What follows belongs to an exercise in optimizing a design on an open flow for small area and a short achievable clock period; a production flow would make more cautious choices.
Where RTL was checked, it was by simulation tests only, not by an equivalence proof against the original.
No activity file was given, so power comes from the tool's default toggle rates.

Design mk_mac, start of the top module:
module mk_mac(CLK,
	      RST_N,
	      put_inp_A_a,
	      EN_put_inp_A,
	      RDY_put_inp_A,
	      put_inp_B_b,
	      EN_put_inp_B,
	      RDY_put_inp_B,
	      put_inp_C_c,
	      EN_put_inp_C,
	      RDY_put_inp_C,
	      put_inp_sel_sel,
	      EN_put_inp_sel,
	      RDY_put_inp_sel,
	      get_mac_op,
	      RDY_get_mac_op);
  input  CLK;
  input  RST_N;
  input  [15 : 0] put_inp_A_a;
  input  EN_put_inp_A;
  output RDY_put_inp_A;
  input  [15 : 0] put_inp_B_b;
  input  EN_put_inp_B;
  output RDY_put_inp_B;
  input  [31 : 0] put_inp_C_c;
  input  EN_put_inp_C;
  output RDY_put_inp_C;
  input  put_inp_sel_sel;
  input  EN_put_inp_sel;
  output RDY_put_inp_sel;
  output [31 : 0] get_mac_op;
  output RDY_get_mac_op;
  assign RDY_put_inp_A = 1'd1;
  assign RDY_put_inp_B = 1'd1;
  assign RDY_put_inp_C = 1'd1;
  assign RDY_put_inp_sel = 1'd1;
  assign RDY_get_mac_op = 1'd1;
  reg [15:0] rg_A, rg_B;
  reg [31:0] rg_C;
  reg        rg_sel;
  always @(posedge CLK) begin
    if (EN_put_inp_A)   rg_A   <= put_inp_A_a;
    if (EN_put_inp_B)   rg_B   <= put_inp_B_b;
    if (EN_put_inp_C)   rg_C   <= put_inp_C_c;
    if (EN_put_inp_sel) rg_sel <= put_inp_sel_sel;
  end
  reg [6:0] vld;     
  always @(posedge CLK) begin
    if (!RST_N) vld <= 7'd0;
    else        vld <= {vld[5:0], ~rg_sel};
  end
  wire [7:0] eA = rg_A[14:7];
  wire [7:0] eB = rg_B[14:7];
  wire zA = (eA == 8'd0), zB = (eB == 8'd0);
  wire iA = (eA == 8'd255), iB = (eB == 8'd255);
  wire cls_zi = (iA & zB) | (zA & iB);
  wire [1:0] cls_in = cls_zi ? 2'd0 : (zA | zB) ? 2'd1 : (iA | iB) ? 2'd2 : 2'd3;
  reg [1:0] lc;
  always @(posedge CLK)
    if (!rg_sel) lc <= cls_in;
  wire [7:0] e_sum = (eA + eB + 8'd1) ^ 8'h80;     
  wire md_i8 = rg_sel;
  wire md_ua = rg_sel & ~rg_A[7], md_va = rg_sel & rg_A[7];
  wire md_ub = rg_sel & ~rg_B[7], md_vb = rg_sel & rg_B[7];
  wire md_w  = ~rg_sel | (rg_A[7] & rg_B[7]);
  wire mt_1 = (md_i8 & rg_C[5]) ^ (rg_A[0] & rg_B[5]);
  wire mt_2 = (md_i8 & rg_C[5]) & (rg_A[0] & rg_B[5]);
  wire mt_3 = (md_i8 & rg_C[6]) ^ (rg_A[0] & rg_B[6]) ^ (rg_A[1] & rg_B[5]);
  ...
Settings: LEC_CHECK=0, ABC_AREA=0, CAP_MARGIN=0, CORE_MARGIN=2, CORE_UTILIZATION=65, CTS_CLUSTER_DIAMETER=100, CTS_CLUSTER_SIZE=32, PLACE_DENSITY=0.75, SLEW_MARGIN=0; clock period 9.0 ns.
standard.sh (not shown) runs the stock make flow with config.mk's settings and CLKGATE_MAP_FILE= SYNTH_SCRIPT=/design/flow/synth_recipe.tcl, a recipe that flattens the netlist after the stock synthesis.
==> flow/flow/run.sh <==
#!/bin/bash
# Layout flow: the standard synthesis; then the combinational logic of its
# netlist is re-mapped by ABC with every flip-flop instance (name, cell type,
# connections) kept as it is, and the result is checked equivalent to the
# standard netlist (if the check fails, the standard netlist is used); then
# the standard layout steps, with faster port buffers and a tighter
# timing-repair target.  Each tool writes its own log here.
set -e
W=$(pwd)
ABC_D=9.0          # delay target (ps) for the gate sizing in ABC
bash standard.sh synth > synth.log 2>&1

RES=$(dirname "$(find "$W/orfs/results" -name 1_2_yosys.v | head -1)")
LOGD=$(dirname "$(find "$W/orfs/logs" -name 1_2_yosys.log | head -1)")
OBJ=$(dirname "$(find "$W/orfs/objects" -name abc.constr | head -1)")
LIB="$FLOW_HOME/platforms/$FLOW_PLATFORM/lib/sky130_fd_sc_hd__tt_025C_1v80.lib"
YOSYS=$(command -v yosys || echo "$FLOW_HOME/../tools/install/yosys/bin/yosys")
DU=$(grep -o -- '-dont_use [A-Za-z0-9_]*' "$LOGD/1_2_yosys.log" | sort -u | tr '\n' ' ')
KEEP="=sky130_fd_sc_hd__dfxtp_1 =sky130_fd_sc_hd__edfxtp_1 =sky130_fd_sc_hd__conb_1"
cp "$RES/1_2_yosys.v" "$W/std_netlist.v"

sed -e "s#@LIB@#$LIB#g" -e "s#@KEEP@#$KEEP#g" -e "s#@IN@#$W/std_netlist.v#g" \
    -e "s#@SCRIPT@#$W/flow/resyn.abc#g" -e "s#@DU@#$DU#g" -e "s#@CONSTR@#$OBJ/abc.constr#g" \
    -e "s#@D@#$ABC_D#g" -e "s#@OUT@#$W/resyn_netlist.v#g" flow/resyn.ys.in > resyn.ys
sed -e "s#@LIB@#$LIB#g" -e "s#@GOLD@#$W/std_netlist.v#g" -e "s#@GATE@#$W/resyn_netlist.v#g" \
    flow/equiv.ys.in > equiv.ys

if "$YOSYS" -l resyn.log resyn.ys > /dev/null 2>&1 &&
   "$YOSYS" -l equiv.log equiv.ys > /dev/null 2>&1 &&
   grep -q "Equivalence successfully proven" equiv.log; then
  cp "$W/resyn_netlist.v" "$RES/1_2_yosys.v"
  bash standard.sh synth > synth2.log 2>&1
else
  echo "re-mapping not used" > resyn_skipped.txt
fi

bash standard.sh "BUFFER_PORTS_ARGS=-buffer_cell sky130_fd_sc_hd__buf_2" SETUP_SLACK_MARGIN=6.15 finish > layout.log 2>&1
Other scripts of this flow, unchanged in this note and not shown: flow/flow/equiv.ys.in, flow/flow/resyn.abc, flow/flow/resyn.ys.in
Next try:
--- a/flow/design.v
+++ b/flow/design.v
@@ -406,23 +406,26 @@
   wire [15:0] c_o = {co_p31, co_p30, co_p29, co_p28, co_p27, co_p26, co_p25, co_p20, co_p19, co_p18, co_p17, co_p10, co_p9, co_p1, i8_ch[0], 1'b1};
   wire [15:0] c_z = {cz_p31, cz_p30, cz_p29, cz_p28, cz_p27, cz_p26, cz_p25, cz_p20, cz_p19, cz_p18, cz_p17, cz_p10, cz_p9, cz_p1, ~i8_ch[0], 1'b1};
   wire [15:0] c_fl = ({16{i8_q[1]}} & c_o) | ({16{~i8_q[1] & ~i8_q[0]}} & c_z);
   wire [31:0] i8_res = {i8_ch ^ c_fl, i8_lo};
   wire [7:0] m1 = t1_p[15] ? t1_p[15:8] : t1_p[14:7];
   wire g1 = t1_p[15] ? t1_p[8] : t1_p[7];
   wire r1 = t1_p[15] ? t1_p[7] : t1_p[6];
   wire st1 = t1_p[15] ? (t1_p[6:0] != 7'd0) : (t1_p[5:0] != 6'd0);
   wire rnd1 = r1 & (g1 | st1);
   wire [8:0] m9 = {1'b0, m1} + {8'd0, rnd1};
-  wire       mcy = m9[8];
-  wire [7:0] e1 = t1_e + {6'd0, t1_p[15] & mcy, t1_p[15] ^ mcy};
-  wire       e1max = (e1 == 8'd255);
+  wire [7:0] e1p1 = t1_e + 8'd1;
+  wire [7:0] e1p2 = t1_e + 8'd2;
+  wire       mcy = rnd1 & (m1 == 8'hff);
+  wire [7:0] e1 = (t1_p[15] & mcy) ? e1p2 : (t1_p[15] | mcy) ? e1p1 : t1_e;
+  wire       e1max = (t1_p[15] & mcy) ? (t1_e == 8'd253) :
+                     (t1_p[15] | mcy) ? (t1_e == 8'd254) : (t1_e == 8'd255);
   wire [6:0] f1 = e1max ? 7'd0 : m9[6:0];
   reg        t2_s;
   reg [7:0]  t2_e;
   reg [6:0]  t2_f;
   reg [31:0] t2_c;
   always @(posedge CLK) begin
     t2_s <= t1_s;
     t2_e <= e1;
     t2_f <= f1;
     t2_c <= t1_c;
Effect: Power fell by 3.5%; via count fell by 1.4%; register-to-register slack improves by 0.06 ns; cell area fell by 1.2%; first-iteration DRC count fell by 3.0%; combinational power fell by 7.9%; sequential share of layout area rose by 0.60 points; cell count fell by 0.71%; global-route usage fell by 1.0 points; sequential cell count stays the same; synthesized area fell by 0.93%.
Only the layout flow was run in the first run of this note; the RTL was not checked for function there.

[re-timing with driven ports]
How much do the figures lean on ideal ports? The routed layouts below were timed once more, with nothing changed but the port constraints.
Step 1 assumes that a clkbuf_16 drives the clock port and a buf_2 every other input.
Step 2 also shifts input and output timing later by t, the mid clock arrival at the registers, as if the neighbouring blocks saw the same clock.
Slacks: ideal ports / drivers / drivers and shift; pairs: ideal ports / drivers.
| run | t, ns | slack for setup (ns) | worst slew at a driven data input, ns |
|---|---|---|---|
| the first run | 0.627 | 6.146 / 6.097 / 6.211 | 0.04 |
| the second run | 0.610 | 6.183 / 6.129 / 6.215 | 0.03 |
After both steps every run listed still meets setup and hold.
